Background: an optimization exercise with open tools, aiming at small area. Do not read the settings as production practice.
No functional check of the RTL was part of this run.
Power figures rest on the tool's default switching activity, not on a simulated workload.

==> flow/design.v <==
`timescale 1ns / 100ps
module fixed_point_divider #(
    IN_WIDTH = 12,
    OUT_WIDTH = 12
) (
    input clk,
    input rst_n,
    input logic din_valid,
    input  logic signed [ IN_WIDTH-1:0] rs1,
    input  logic signed [ IN_WIDTH-1:0] rs2,
    output logic        [OUT_WIDTH-1:0] rd,
    output logic                        dout_valid
);
  logic [4:0] rlf;
  logic rdone;
  always_ff @(posedge clk or negedge rst_n) begin
    if (!rst_n) begin
      rlf <= '0;
      rdone <= 1'b0;
    end else begin
      rlf <= {rlf[3:0], ~(rlf[4] ^ rlf[2])};
      rdone <= rdone | (rlf == 5'b01101);
    end
  end
  assign dout_valid = rdone & (rd != 12'h7ff);
  wire [10:0] a = rs1[10:0];
  wire [10:0] b = rs2[10:0];
  wire [11:0] ma, mb;
  assign ma[0] = 1'b0;
  assign mb[0] = 1'b0;
  for (genvar i = 0; i < 11; i++) begin : g_neg
    assign ma[i+1] = ma[i] | (rs1[11] & a[i]);
    assign mb[i+1] = mb[i] | (rs2[11] & b[i]);
  end
  wire [10:0] A0 = a ^ ma[10:0];
  wire [10:0] B0 = b ^ mb[10:0];
  wire [10:0] nB0 = ~B0;
  wire sat = ({1'b0, A0[10:1]} >= B0);
  wire [11:0] s0_t = {1'b0, A0};
  wire [10:0] s0_g = ~s0_t[10:0] & ~nB0;
  wire [10:0] s0_p = ~(s0_t[10:0] ^ ~nB0);
  wire s0_G1_0 = s0_g[1] | (s0_p[1] & s0_g[0]);
  wire s0_G2_0 = s0_g[2] | (s0_p[2] & s0_G1_0);
  wire s0_G3_0 = s0_g[3] | (s0_p[3] & s0_G2_0);
  wire s0_G4_0 = s0_g[4] | (s0_p[4] & s0_G3_0);
  wire s0_G5_0 = s0_g[5] | (s0_p[5] & s0_G4_0);
  wire s0_G6_0 = s0_g[6] | (s0_p[6] & s0_G5_0);
  wire s0_G7_0 = s0_g[7] | (s0_p[7] & s0_G6_0);
  wire s0_G8_0 = s0_g[8] | (s0_p[8] & s0_G7_0);
  wire s0_G9_0 = s0_g[9] | (s0_p[9] & s0_G8_0);
  wire s0_G10_0 = s0_g[10] | (s0_p[10] & s0_G9_0);
  wire [11:0] s0_c = {s0_G10_0, s0_G9_0, s0_G8_0, s0_G7_0, s0_G6_0, s0_G5_0, s0_G4_0, s0_G3_0, s0_G2_0, s0_G1_0, s0_g[0], 1'b0};
  wire [11:0] s0_bw = s0_c;
  wire s0_q = s0_t[11] | ~s0_bw[11];
  wire [11:0] s0_cc = ~s0_bw;
  wire [10:0] s0_r = s0_q ? (s0_t[10:0] ^ nB0 ^ s0_cc[10:0]) : s0_t[10:0];
  wire [10:0] nB1 = nB0 | {11{sat | ~din_valid}};
  wire [0:0] q0 = s0_q & din_valid;
  logic [10:0] r_p1;
  logic [10:0] nB_p1;
  logic [0:0] q_p1;
  always_ff @(posedge clk) begin
    r_p1 <= ~s0_r;
    nB_p1 <= ~nB1;
    q_p1 <= q0;
  end
  wire [10:0] r_p1_n = ~r_p1;
  wire [10:0] nB_p1_n = ~nB_p1;
  wire [11:0] s1_t = {r_p1_n, 1'b0};
  wire [10:0] s1_g = ~s1_t[10:0] & ~nB_p1_n;
  wire [10:0] s1_p = ~(s1_t[10:0] ^ ~nB_p1_n);
  wire s1_G1_0 = s1_g[1] | (s1_p[1] & s1_g[0]);
  wire s1_G2_0 = s1_g[2] | (s1_p[2] & s1_G1_0);
  wire s1_G3_0 = s1_g[3] | (s1_p[3] & s1_G2_0);
  wire s1_G4_0 = s1_g[4] | (s1_p[4] & s1_G3_0);
  wire s1_G5_0 = s1_g[5] | (s1_p[5] & s1_G4_0);
  wire s1_G6_0 = s1_g[6] | (s1_p[6] & s1_G5_0);
  wire s1_G7_0 = s1_g[7] | (s1_p[7] & s1_G6_0);
  wire s1_G8_0 = s1_g[8] | (s1_p[8] & s1_G7_0);
  wire s1_G9_0 = s1_g[9] | (s1_p[9] & s1_G8_0);
  wire s1_G10_0 = s1_g[10] | (s1_p[10] & s1_G9_0);
  wire [11:0] s1_c = {s1_G10_0, s1_G9_0, s1_G8_0, s1_G7_0, s1_G6_0, s1_G5_0, s1_G4_0, s1_G3_0, s1_G2_0, s1_G1_0, s1_g[0], 1'b0};
  wire [11:0] s1_bw = s1_c;
  wire s1_q = s1_t[11] | ~s1_bw[11];
  wire [11:0] s1_cc = ~s1_bw;
  wire [10:0] s1_r = s1_q ? (s1_t[10:0] ^ nB_p1_n ^ s1_cc[10:0]) : s1_t[10:0];
  wire [1:0] q1 = {q_p1, s1_q};
  wire [11:0] s2_t = {s1_r, 1'b0};
  wire [10:0] s2_g = ~s2_t[10:0] & ~nB_p1_n;
  wire [10:0] s2_p = ~(s2_t[10:0] ^ ~nB_p1_n);
  wire s2_G1_0 = s2_g[1] | (s2_p[1] & s2_g[0]);
  wire s2_G2_0 = s2_g[2] | (s2_p[2] & s2_G1_0);
  wire s2_G3_0 = s2_g[3] | (s2_p[3] & s2_G2_0);
  wire s2_G4_0 = s2_g[4] | (s2_p[4] & s2_G3_0);
  wire s2_G5_0 = s2_g[5] | (s2_p[5] & s2_G4_0);
  wire s2_G6_0 = s2_g[6] | (s2_p[6] & s2_G5_0);
  wire s2_G7_0 = s2_g[7] | (s2_p[7] & s2_G6_0);
  wire s2_G8_0 = s2_g[8] | (s2_p[8] & s2_G7_0);
  wire s2_G9_0 = s2_g[9] | (s2_p[9] & s2_G8_0);
  wire s2_G10_0 = s2_g[10] | (s2_p[10] & s2_G9_0);
  wire [11:0] s2_c = {s2_G10_0, s2_G9_0, s2_G8_0, s2_G7_0, s2_G6_0, s2_G5_0, s2_G4_0, s2_G3_0, s2_G2_0, s2_G1_0, s2_g[0], 1'b0};
  wire [11:0] s2_bw = s2_c;
  wire s2_q = s2_t[11] | ~s2_bw[11];
  wire [11:0] s2_cc = ~s2_bw;
  wire [10:0] s2_r = s2_q ? (s2_t[10:0] ^ nB_p1_n ^ s2_cc[10:0]) : s2_t[10:0];
  wire [2:0] q2 = {q1, s2_q};
  logic [10:0] r_p2;
  logic [10:0] nB_p2;
  logic [2:0] q_p2;
  always_ff @(posedge clk) begin
    r_p2 <= ~s2_r;
    nB_p2 <= ~nB_p1_n;
    q_p2 <= q2;
  end
  wire [10:0] r_p2_n = ~r_p2;
  wire [10:0] nB_p2_n = ~nB_p2;
  wire [11:0] s3_t = {r_p2_n, 1'b0};
  wire [10:0] s3_g = ~s3_t[10:0] & ~nB_p2_n;
  wire [10:0] s3_p = ~(s3_t[10:0] ^ ~nB_p2_n);
  wire s3_G1_0 = s3_g[1] | (s3_p[1] & s3_g[0]);
  wire s3_G2_0 = s3_g[2] | (s3_p[2] & s3_G1_0);
  wire s3_G3_0 = s3_g[3] | (s3_p[3] & s3_G2_0);
  wire s3_G4_0 = s3_g[4] | (s3_p[4] & s3_G3_0);
  wire s3_G5_0 = s3_g[5] | (s3_p[5] & s3_G4_0);
  wire s3_G6_0 = s3_g[6] | (s3_p[6] & s3_G5_0);
  wire s3_G7_0 = s3_g[7] | (s3_p[7] & s3_G6_0);
  wire s3_G8_0 = s3_g[8] | (s3_p[8] & s3_G7_0);
  wire s3_G9_0 = s3_g[9] | (s3_p[9] & s3_G8_0);
  wire s3_G10_0 = s3_g[10] | (s3_p[10] & s3_G9_0);
  wire [11:0] s3_c = {s3_G10_0, s3_G9_0, s3_G8_0, s3_G7_0, s3_G6_0, s3_G5_0, s3_G4_0, s3_G3_0, s3_G2_0, s3_G1_0, s3_g[0], 1'b0};
  wire [11:0] s3_bw = s3_c;
  wire s3_q = s3_t[11] | ~s3_bw[11];
  wire [11:0] s3_cc = ~s3_bw;
  wire [10:0] s3_r = s3_q ? (s3_t[10:0] ^ nB_p2_n ^ s3_cc[10:0]) : s3_t[10:0];
  wire [3:0] q3 = {q_p2, s3_q};
  wire [11:0] s4_t = {s3_r, 1'b0};
  wire [10:0] s4_g = ~s4_t[10:0] & ~nB_p2_n;
  wire [10:0] s4_p = ~(s4_t[10:0] ^ ~nB_p2_n);
  wire s4_G1_0 = s4_g[1] | (s4_p[1] & s4_g[0]);
  wire s4_G2_0 = s4_g[2] | (s4_p[2] & s4_G1_0);
  wire s4_G3_0 = s4_g[3] | (s4_p[3] & s4_G2_0);
  wire s4_G4_0 = s4_g[4] | (s4_p[4] & s4_G3_0);
  wire s4_G5_0 = s4_g[5] | (s4_p[5] & s4_G4_0);
  wire s4_G6_0 = s4_g[6] | (s4_p[6] & s4_G5_0);
  wire s4_G7_0 = s4_g[7] | (s4_p[7] & s4_G6_0);
  wire s4_G8_0 = s4_g[8] | (s4_p[8] & s4_G7_0);
  wire s4_G9_0 = s4_g[9] | (s4_p[9] & s4_G8_0);
  wire s4_G10_0 = s4_g[10] | (s4_p[10] & s4_G9_0);
  wire [11:0] s4_c = {s4_G10_0, s4_G9_0, s4_G8_0, s4_G7_0, s4_G6_0, s4_G5_0, s4_G4_0, s4_G3_0, s4_G2_0, s4_G1_0, s4_g[0], 1'b0};
  wire [11:0] s4_bw = s4_c;
  wire s4_q = s4_t[11] | ~s4_bw[11];
  wire [11:0] s4_cc = ~s4_bw;
  wire [10:0] s4_r = s4_q ? (s4_t[10:0] ^ nB_p2_n ^ s4_cc[10:0]) : s4_t[10:0];
  wire [4:0] q4 = {q3, s4_q};
  logic [10:0] r_p3;
  logic [10:0] nB_p3;
  logic [4:0] q_p3;
  always_ff @(posedge clk) begin
    r_p3 <= ~s4_r;
    nB_p3 <= ~nB_p2_n;
    q_p3 <= q4;
  end
  wire [10:0] r_p3_n = ~r_p3;
  wire [10:0] nB_p3_n = ~nB_p3;
  wire [11:0] s5_t = {r_p3_n, 1'b0};
  wire [10:0] s5_g = ~s5_t[10:0] & ~nB_p3_n;
  wire [10:0] s5_p = ~(s5_t[10:0] ^ ~nB_p3_n);
  wire s5_G1_0 = s5_g[1] | (s5_p[1] & s5_g[0]);
  wire s5_G2_0 = s5_g[2] | (s5_p[2] & s5_G1_0);
  wire s5_G3_0 = s5_g[3] | (s5_p[3] & s5_G2_0);
  wire s5_G4_0 = s5_g[4] | (s5_p[4] & s5_G3_0);
  wire s5_G5_0 = s5_g[5] | (s5_p[5] & s5_G4_0);
  wire s5_G6_0 = s5_g[6] | (s5_p[6] & s5_G5_0);
  wire s5_G7_0 = s5_g[7] | (s5_p[7] & s5_G6_0);
  wire s5_G8_0 = s5_g[8] | (s5_p[8] & s5_G7_0);
  wire s5_G9_0 = s5_g[9] | (s5_p[9] & s5_G8_0);
  wire s5_G10_0 = s5_g[10] | (s5_p[10] & s5_G9_0);
  wire [11:0] s5_c = {s5_G10_0, s5_G9_0, s5_G8_0, s5_G7_0, s5_G6_0, s5_G5_0, s5_G4_0, s5_G3_0, s5_G2_0, s5_G1_0, s5_g[0], 1'b0};
  wire [11:0] s5_bw = s5_c;
  wire s5_q = s5_t[11] | ~s5_bw[11];
  wire [11:0] s5_cc = ~s5_bw;
  wire [10:0] s5_r = s5_q ? (s5_t[10:0] ^ nB_p3_n ^ s5_cc[10:0]) : s5_t[10:0];
  wire [5:0] q5 = {q_p3, s5_q};
  wire [11:0] s6_t = {s5_r, 1'b0};
  wire [10:0] s6_g = ~s6_t[10:0] & ~nB_p3_n;
  wire [10:0] s6_p = ~(s6_t[10:0] ^ ~nB_p3_n);
  wire s6_G1_0 = s6_g[1] | (s6_p[1] & s6_g[0]);
  wire s6_G2_0 = s6_g[2] | (s6_p[2] & s6_G1_0);
  wire s6_G3_0 = s6_g[3] | (s6_p[3] & s6_G2_0);
  wire s6_G4_0 = s6_g[4] | (s6_p[4] & s6_G3_0);
  wire s6_G5_0 = s6_g[5] | (s6_p[5] & s6_G4_0);
  wire s6_G6_0 = s6_g[6] | (s6_p[6] & s6_G5_0);
  wire s6_G7_0 = s6_g[7] | (s6_p[7] & s6_G6_0);
  wire s6_G8_0 = s6_g[8] | (s6_p[8] & s6_G7_0);
  wire s6_G9_0 = s6_g[9] | (s6_p[9] & s6_G8_0);
  wire s6_G10_0 = s6_g[10] | (s6_p[10] & s6_G9_0);
  wire [11:0] s6_c = {s6_G10_0, s6_G9_0, s6_G8_0, s6_G7_0, s6_G6_0, s6_G5_0, s6_G4_0, s6_G3_0, s6_G2_0, s6_G1_0, s6_g[0], 1'b0};
  wire [11:0] s6_bw = s6_c;
  wire s6_q = s6_t[11] | ~s6_bw[11];
  wire [11:0] s6_cc = ~s6_bw;
  wire [10:0] s6_r = s6_q ? (s6_t[10:0] ^ nB_p3_n ^ s6_cc[10:0]) : s6_t[10:0];
  wire [6:0] q6 = {q5, s6_q};
  logic [10:0] r_p4;
  logic [10:0] nB_p4;
  logic [6:0] q_p4;
  always_ff @(posedge clk) begin
    r_p4 <= ~s6_r;
    nB_p4 <= ~nB_p3_n;
    q_p4 <= q6;
  end
  wire [10:0] r_p4_n = ~r_p4;
  wire [10:0] nB_p4_n = ~nB_p4;
  wire [11:0] s7_t = {r_p4_n, 1'b0};
  wire [10:0] s7_g = ~s7_t[10:0] & ~nB_p4_n;
  wire [10:0] s7_p = ~(s7_t[10:0] ^ ~nB_p4_n);
  wire s7_G1_0 = s7_g[1] | (s7_p[1] & s7_g[0]);
  wire s7_G2_0 = s7_g[2] | (s7_p[2] & s7_G1_0);
  wire s7_G3_0 = s7_g[3] | (s7_p[3] & s7_G2_0);
  wire s7_G4_0 = s7_g[4] | (s7_p[4] & s7_G3_0);
  wire s7_G5_0 = s7_g[5] | (s7_p[5] & s7_G4_0);
  wire s7_G6_0 = s7_g[6] | (s7_p[6] & s7_G5_0);
  wire s7_G7_0 = s7_g[7] | (s7_p[7] & s7_G6_0);
  wire s7_G8_0 = s7_g[8] | (s7_p[8] & s7_G7_0);
  wire s7_G9_0 = s7_g[9] | (s7_p[9] & s7_G8_0);
  wire s7_G10_0 = s7_g[10] | (s7_p[10] & s7_G9_0);
  wire [11:0] s7_c = {s7_G10_0, s7_G9_0, s7_G8_0, s7_G7_0, s7_G6_0, s7_G5_0, s7_G4_0, s7_G3_0, s7_G2_0, s7_G1_0, s7_g[0], 1'b0};
  wire [11:0] s7_bw = s7_c;
  wire s7_q = s7_t[11] | ~s7_bw[11];
  wire [11:0] s7_cc = ~s7_bw;
  wire [10:0] s7_r = s7_q ? (s7_t[10:0] ^ nB_p4_n ^ s7_cc[10:0]) : s7_t[10:0];
  wire [7:0] q7 = {q_p4, s7_q};
  wire [11:0] s8_t = {s7_r, 1'b0};
  wire [10:0] s8_g = ~s8_t[10:0] & ~nB_p4_n;
  wire [10:0] s8_p = ~(s8_t[10:0] ^ ~nB_p4_n);
  wire s8_G1_0 = s8_g[1] | (s8_p[1] & s8_g[0]);
  wire s8_G2_0 = s8_g[2] | (s8_p[2] & s8_G1_0);
  wire s8_G3_0 = s8_g[3] | (s8_p[3] & s8_G2_0);
  wire s8_G4_0 = s8_g[4] | (s8_p[4] & s8_G3_0);
  wire s8_G5_0 = s8_g[5] | (s8_p[5] & s8_G4_0);
  wire s8_G6_0 = s8_g[6] | (s8_p[6] & s8_G5_0);
  wire s8_G7_0 = s8_g[7] | (s8_p[7] & s8_G6_0);
  wire s8_G8_0 = s8_g[8] | (s8_p[8] & s8_G7_0);
  wire s8_G9_0 = s8_g[9] | (s8_p[9] & s8_G8_0);
  wire s8_G10_0 = s8_g[10] | (s8_p[10] & s8_G9_0);
  wire [11:0] s8_c = {s8_G10_0, s8_G9_0, s8_G8_0, s8_G7_0, s8_G6_0, s8_G5_0, s8_G4_0, s8_G3_0, s8_G2_0, s8_G1_0, s8_g[0], 1'b0};
  wire [11:0] s8_bw = s8_c;
  wire s8_q = s8_t[11] | ~s8_bw[11];
  wire [11:0] s8_cc = ~s8_bw;
  wire [10:0] s8_r = s8_q ? (s8_t[10:0] ^ nB_p4_n ^ s8_cc[10:0]) : s8_t[10:0];
  wire [8:0] q8 = {q7, s8_q};
  logic [10:0] r_p5;
  logic [10:0] nB_p5;
  logic [8:0] q_p5;
  always_ff @(posedge clk) begin
    r_p5 <= ~s8_r;
    nB_p5 <= ~nB_p4_n;
    q_p5 <= q8;
  end
  wire [10:0] r_p5_n = ~r_p5;
  wire [10:0] nB_p5_n = ~nB_p5;
  wire [11:0] s9_t = {r_p5_n, 1'b0};
  wire [10:0] s9_g = ~s9_t[10:0] & ~nB_p5_n;
  wire [10:0] s9_p = ~(s9_t[10:0] ^ ~nB_p5_n);
  wire s9_G1_0 = s9_g[1] | (s9_p[1] & s9_g[0]);
  wire s9_G2_0 = s9_g[2] | (s9_p[2] & s9_G1_0);
  wire s9_G3_0 = s9_g[3] | (s9_p[3] & s9_G2_0);
  wire s9_G4_0 = s9_g[4] | (s9_p[4] & s9_G3_0);
  wire s9_G5_0 = s9_g[5] | (s9_p[5] & s9_G4_0);
  wire s9_G6_0 = s9_g[6] | (s9_p[6] & s9_G5_0);
  wire s9_G7_0 = s9_g[7] | (s9_p[7] & s9_G6_0);
  wire s9_G8_0 = s9_g[8] | (s9_p[8] & s9_G7_0);
  wire s9_G9_0 = s9_g[9] | (s9_p[9] & s9_G8_0);
  wire s9_G10_0 = s9_g[10] | (s9_p[10] & s9_G9_0);
  wire [11:0] s9_c = {s9_G10_0, s9_G9_0, s9_G8_0, s9_G7_0, s9_G6_0, s9_G5_0, s9_G4_0, s9_G3_0, s9_G2_0, s9_G1_0, s9_g[0], 1'b0};
  wire [11:0] s9_bw = s9_c;
  wire s9_q = s9_t[11] | ~s9_bw[11];
  wire [11:0] s9_cc = ~s9_bw;
  wire [10:0] s9_r = s9_q ? (s9_t[10:0] ^ nB_p5_n ^ s9_cc[10:0]) : s9_t[10:0];
  wire [9:0] q9 = {q_p5, s9_q};
  wire [11:0] s10_t = {s9_r, 1'b0};
  wire [10:0] s10_g = ~s10_t[10:0] & ~nB_p5_n;
  wire [10:0] s10_p = ~(s10_t[10:0] ^ ~nB_p5_n);
  wire s10_G1_0 = s10_g[1] | (s10_p[1] & s10_g[0]);
  wire s10_G2_0 = s10_g[2] | (s10_p[2] & s10_G1_0);
  wire s10_G3_0 = s10_g[3] | (s10_p[3] & s10_G2_0);
  wire s10_G4_0 = s10_g[4] | (s10_p[4] & s10_G3_0);
  wire s10_G5_0 = s10_g[5] | (s10_p[5] & s10_G4_0);
  wire s10_G6_0 = s10_g[6] | (s10_p[6] & s10_G5_0);
  wire s10_G7_0 = s10_g[7] | (s10_p[7] & s10_G6_0);
  wire s10_G8_0 = s10_g[8] | (s10_p[8] & s10_G7_0);
  wire s10_G9_0 = s10_g[9] | (s10_p[9] & s10_G8_0);
  wire s10_G10_0 = s10_g[10] | (s10_p[10] & s10_G9_0);
  wire [11:0] s10_c = {s10_G10_0, s10_G9_0, s10_G8_0, s10_G7_0, s10_G6_0, s10_G5_0, s10_G4_0, s10_G3_0, s10_G2_0, s10_G1_0, s10_g[0], 1'b0};
  wire [11:0] s10_bw = s10_c;
  wire s10_q = s10_t[11] | ~s10_bw[11];
  wire [11:0] s10_cc = ~s10_bw;
  wire [10:0] s10_r = s10_q ? (s10_t[10:0] ^ nB_p5_n ^ s10_cc[10:0]) : s10_t[10:0];
  wire [10:0] q10 = {q9, s10_q};
  wire [11:0] s11_t = {s10_r, 1'b0};
  wire [10:0] s11_g = ~s11_t[10:0] & ~nB_p5_n;
  wire [10:0] s11_p = ~(s11_t[10:0] ^ ~nB_p5_n);
  wire s11_G1_0 = s11_g[1] | (s11_p[1] & s11_g[0]);
  wire s11_G3_2 = s11_g[3] | (s11_p[3] & s11_g[2]);
  wire s11_P3_2 = s11_p[3] & s11_p[2];
  wire s11_G5_4 = s11_g[5] | (s11_p[5] & s11_g[4]);
  wire s11_P5_4 = s11_p[5] & s11_p[4];
  wire s11_G7_6 = s11_g[7] | (s11_p[7] & s11_g[6]);
  wire s11_P7_6 = s11_p[7] & s11_p[6];
  wire s11_G9_8 = s11_g[9] | (s11_p[9] & s11_g[8]);
  wire s11_P9_8 = s11_p[9] & s11_p[8];
  wire s11_G2_0 = s11_g[2] | (s11_p[2] & s11_G1_0);
  wire s11_G3_0 = s11_G3_2 | (s11_P3_2 & s11_G1_0);
  wire s11_G6_4 = s11_g[6] | (s11_p[6] & s11_G5_4);
  wire s11_P6_4 = s11_p[6] & s11_P5_4;
  wire s11_G7_4 = s11_G7_6 | (s11_P7_6 & s11_G5_4);
  wire s11_P7_4 = s11_P7_6 & s11_P5_4;
  wire s11_G10_8 = s11_g[10] | (s11_p[10] & s11_G9_8);
  wire s11_P10_8 = s11_p[10] & s11_P9_8;
  wire s11_G4_0 = s11_g[4] | (s11_p[4] & s11_G3_0);
  wire s11_G5_0 = s11_G5_4 | (s11_P5_4 & s11_G3_0);
  wire s11_G6_0 = s11_G6_4 | (s11_P6_4 & s11_G3_0);
  wire s11_G7_0 = s11_G7_4 | (s11_P7_4 & s11_G3_0);
  wire s11_G8_0 = s11_g[8] | (s11_p[8] & s11_G7_0);
  wire s11_G9_0 = s11_G9_8 | (s11_P9_8 & s11_G7_0);
  wire s11_G10_0 = s11_G10_8 | (s11_P10_8 & s11_G7_0);
  wire [11:0] s11_c = {s11_G10_0, s11_G9_0, s11_G8_0, s11_G7_0, s11_G6_0, s11_G5_0, s11_G4_0, s11_G3_0, s11_G2_0, s11_G1_0, s11_g[0], 1'b0};
  wire [11:0] s11_bw = s11_c;
  wire s11_q = s11_t[11] | ~s11_bw[11];
  wire [11:0] s11_cc = ~s11_bw;
  wire [11:0] q11 = {q10, s11_q};
  logic [11:0] q_p6;
  always_ff @(posedge clk) begin
    q_p6 <= q11;
  end
  logic [11:0] dl[16];
  always_ff @(posedge clk) begin
    dl[0] <= q_p6;
    for (int i = 1; i < 16; i++) dl[i] <= dl[i-1];
    rd <= dl[15];
  end
endmodule
==> flow/flow/run.sh <==
#!/bin/bash
# Layout flow: the standard ORFS flow (standard.sh), with two changes to
# how the layout is built:
#  - ports are buffered with sky130_fd_sc_hd__buf_1 instead of the buffer
#    ORFS picks by itself (a 10 um2 clock-delay buffer);
#  - clock tree synthesis uses clkbuf_8 leaf clusters and no dummy loads.
# Everything else (synthesis, floorplan, power grid, placement, routing) is
# the standard flow.  The full output goes to flow.log in this folder; the
# per-step ORFS logs are under orfs/logs/.
set -euo pipefail
cd "$(dirname "$0")/.."
export BUFFER_PORTS_ARGS="-buffer_cell sky130_fd_sc_hd__buf_1"
export CTS_ARGS="-sink_clustering_enable -repair_clock_nets -dont_use_dummy_load -buf_list sky130_fd_sc_hd__clkbuf_16 -sink_clustering_size 36 -sink_clustering_max_diameter 60"
bash standard.sh > flow.log 2>&1
==> flow/standard.sh <==
#!/bin/bash
# synth_recipe.tcl (not shown) runs the flow's synth.tcl, then flattens the netlist and writes it again
# the make line also repeats each setting of config.mk as NAME=value (left out here)
make -C /OpenROAD-flow-scripts/flow DESIGN_CONFIG=/design/flow/config.mk WORK_HOME=/design/flow/orfs CLKGATE_MAP_FILE= SYNTH_SCRIPT=/design/flow/synth_recipe.tcl "${@:-finish}"
==> flow/config.mk <==
export PLATFORM = sky130hd
export DESIGN_NAME = fixed_point_divider
export DESIGN_NICKNAME = fixed_point_divider
export VERILOG_FILES = /design/flow/design.v
export SDC_FILE = /design/flow/constraint.sdc
export NUM_CORES = 4
export LEC_CHECK = 0
export CAP_MARGIN = 20
export CORE_MARGIN = 2
export CORE_UTILIZATION = 75
export PLACE_DENSITY = 0.85
export SLEW_MARGIN = 20
==> flow/constraint.sdc <==
create_clock -name core_clock -period 10.0 [get_ports {clk}]
set_input_delay 2.0000 -clock core_clock [delete_from_list [all_inputs] [get_ports {clk}]]
set_output_delay 2.0000 -clock core_clock [all_outputs]
set_load 0.01 [all_outputs]
==> flow_summary.toml <==
[outcome]
status = "complete, no violations"

[power_and_ir_drop]
vdd_drop_max_mv = 0.270
power_density_nw_per_um2 = 391
p_leak_uw = 0.00531

[route]
ant_nets = 0
first_pass_iters = 4
routedWlPerCell_um = 18.4
drc = 0
routed-via-count = 5860
routed_wl_mm = 19.8
viasPerCell = 5.45
drt_iter0_markers = 276

[worst_hold_path]
min_to = "q_p6[9]"
hold_path.class = "reg2reg"
hold_depth = 0
min-delay-start = "q_p5[6]"

[critical_path]
cp_top_family = "adder cells"
cpPeakStageDelay_ps = 430
critical_path_buf_inv_count = 5
r2r_slack_ps = 350
critPathLaunchType = "flop"
critPathKind = "reg2reg"
crit_path_top_delay_cell = "fa_1"
reg2regPathDepth = 35
worstPathMaxFanout = 8
cp_common_cell = "fa_1"
cp_data_required_time_ps = 10340
cp-end-kind = "flop"
cp.arrival_ps = 9990
r2r-start = "nB_p5[0]"
r2r_end = "q_p6[0]"

[synth]
ys_seq_elements = 357
syn_nets = 975
syn_area_per_cell_um2 = 14.5
syn-cell-area_um2 = 11800
yosysWarningCount = 2
synth_cell_types = 43
yosysSeqAreaShare = 0.606
synthCells = 817

[sta]
relSlewSlack = 0.545
whs_ps = 272
tns_ps = 0
setup_ws_ps = 353
report.final.slew_viol_count = 0
fmax_ghz = 0.104
setup_viol_count_final = 0
finalHoldViolations = 0
skew_ps = 62.8
post-route-period-util = 0.965
min_period_ps = 9650
worst_pin_slew_ps = 682

[die]
row_count = 45
start_util = 0.773
core_area_um2 = 15300
die_y_um = 130
die_area_um2 = 16800
die_w_um = 130
io_pins = 40

[grt]
overflow = 0
antenna_found_initial = 0
grt_pass1_wl_mm = 33.3
grt_max_degree = 37
grt_usage = 0.259
first_global_vias = 6592

[layout]
diodes = 0
area_growth_pct = 7.31
drive_gt1_frac = 0.141
fin_cells = 1076
final_area_um2 = 12700
nNetsFinal = 1025

[placed_design]
placed_area_um2 = 12200
placed_cells = 1058
place.gp.congestion = 0.774
dp_hpwl_mm = 13.3
place_ws_ps = -194
place.port_buffers = 39

[clock_network]
cts_sinks = 357
worstSkewPairLatency_ps = 510
h-tree-depth = 1
clk_pin_slew_ps = 120
clockBufferDepth = 3
cts_tree = "yes"
cts_buffers = 16
root_buffer = "clkbuf_16"

[job]
max_cap_violations = 0
==> stage by stage <==
step	power, uW	utilization
2_1_floorplan	3600	-
3_3_place_gp	3940	0.799
3_5_place_dp	4160	0.799
4_1_cts	4960	0.828
5_1_grt	5340	0.830
6_report	4960	0.830
==> layout make-up <==
cell class / count / area, um2
Sequential cell: 357 / 7180
Multi-Input combinational cell: 390 / 4450
Fill cell: 778 / 2610
Clock buffer: 16 / 400
Tap cell: 211 / 264
Inverter: 57 / 214
Timing Repair Buffer: 45 / 195
==> report_power, final <==
part	switching (uW)	total (uW)	internal (uW)
clock	397	686	289
combinational	1070	2170	1100
sequential	224	2110	1890
==> cells by family after synthesis <==
family | count (synthesis) | share of synthesized area
AOI/OAI and AO/OA | 47 | 0.0257
xor gates and xnor gates | 21 | 0.0162
and+or+nand+nor | 102 | 0.0385
adders and majority gates | 131 | 0.208
DFF | 357 | 0.606
buffers and inverters | 71 | 0.0225
muxes | 88 | 0.0828
==> what timing repair did <==
action                     in CTS  in global routing
buffers inserted                1                  0
setup endpoints to repair       1                 11
pin swaps                       1                  1
gates cloned                    1                  0
hold buffers                    0                  0
resized for setup               8                 10
==> cell usage in the layout (no fill, tap or decap), types with 4 or more instances in the layout <==
master	n
a21oi_1	18
buf_1	39
buf_4	5
clkbuf_16	16
dfrtp_1	6
dfxtp_1	350
fa_1	101
fa_2	9
ha_1	21
inv_1	57
mux2_2	78
mux2i_1	9
nand2_1	50
nand4_1	4
nor2_1	30
o21ai_0	9
xnor2_1	9
xor2_1	11
==> sequential cells by signal, summed over array words and instances, names as in the netlist <==
name   count
q_p5       9
r_p1      11
nB_p3     11
nB_p5     11
rdone      1
r_p2      11
q_p3       5
nB_p4     11
rd        12
q_p1       1
dl       192
nB_p2     11
q_p6      12
r_p3      11
r_p5      11
nB_p1     11
q_p4       7
q_p2       3
r_p4      11
rlf        5
==> synthesized netlist by cell type, drive strengths merged <==
| master | n | area [um2] |
|---|---|---|
| o31a | 1 | 8.76 |
| nor3 | 1 | 5.00 |
| nand2b | 2 | 12.5 |
| a211o | 1 | 8.76 |
| a21oi | 18 | 90.1 |
| nand3 | 1 | 5.00 |
| or4b | 2 | 23.8 |
| nor4 | 2 | 12.5 |
| o21ai | 10 | 50.1 |
| o41ai | 1 | 8.76 |
| a41o | 1 | 10.0 |
| dfrtp | 6 | 150 |
| mux2 | 79 | 890 |
| o211a | 1 | 10.0 |
| xor2 | 12 | 113 |
| o221ai | 1 | 8.76 |
| nand4 | 4 | 25.0 |
| dfxtp | 351 | 7030 |
| a31oi | 2 | 12.5 |
| nor2b | 4 | 25.0 |
| clkbuf | 12 | 45.0 |
| xnor2 | 9 | 78.8 |
| nor2 | 30 | 113 |
| a211oi | 3 | 22.5 |
| inv | 57 | 214 |
| nand4b | 1 | 8.76 |
| o21a | 1 | 7.51 |
| nand2 | 51 | 191 |
| fa | 110 | 2200 |
| ha | 21 | 263 |
| mux2i | 9 | 90.1 |
| buf | 2 | 7.51 |
| and3b | 1 | 8.76 |
| o211ai | 1 | 7.51 |
| o31ai | 4 | 43.8 |
| or3 | 1 | 6.26 |
| a21o | 2 | 15.0 |
| or4 | 2 | 18.8 |
==> how the worst max path moves through the flow <==
stage	from	end	slack, ps	cells after the start
4_1_cts	nB_p5[0]	q_p6[0]	40	34
6_report	nB_p5[0]	q_p6[0]	350	35
5_1_grt	nB_p5[0]	q_p6[0]	-30	35
3_5_place_dp	nB_p5[0]	q_p6[0]	-190	35
3_3_place_gp	nB_p5[0]	q_p6[0]	250	33
2_1_floorplan	nB_p5[0]	q_p6[0]	20	36
==> routing by layer <==
layer  global-route usage  share of wire
met1                0.303           0.38
met4                0.118          0.048
met5                    0              0
met3               0.0454          0.043
met2                0.467           0.53

-- afterwards: timing with drivers on the ports --
How much do the figures lean on ideal ports? The routed layout below was timed once more, with nothing changed but the port constraints.
Step 1 sets driving cells, clkbuf_16 on the clock port and buf_2 on the other inputs (assumed; they add their load-dependent delay and slew).
Step 2, shift: input delay + t, output delay - t, t = (earliest + latest rising clock arrival at the registers) / 2. This alone moves slack from input paths to output paths.
Three values: ideal ports, drivers, drivers and shift; two values: the first two.
t, ns: 0.522
setup WS [ns]: 0.353 / 0.353 / 0.353
hold slack, ns: 0.272 / 0.272 / 0.272
After both steps this run still meets setup and hold. The setup slack of this run moves by 0.000 ns with the drivers and by 0.000 ns with both steps.
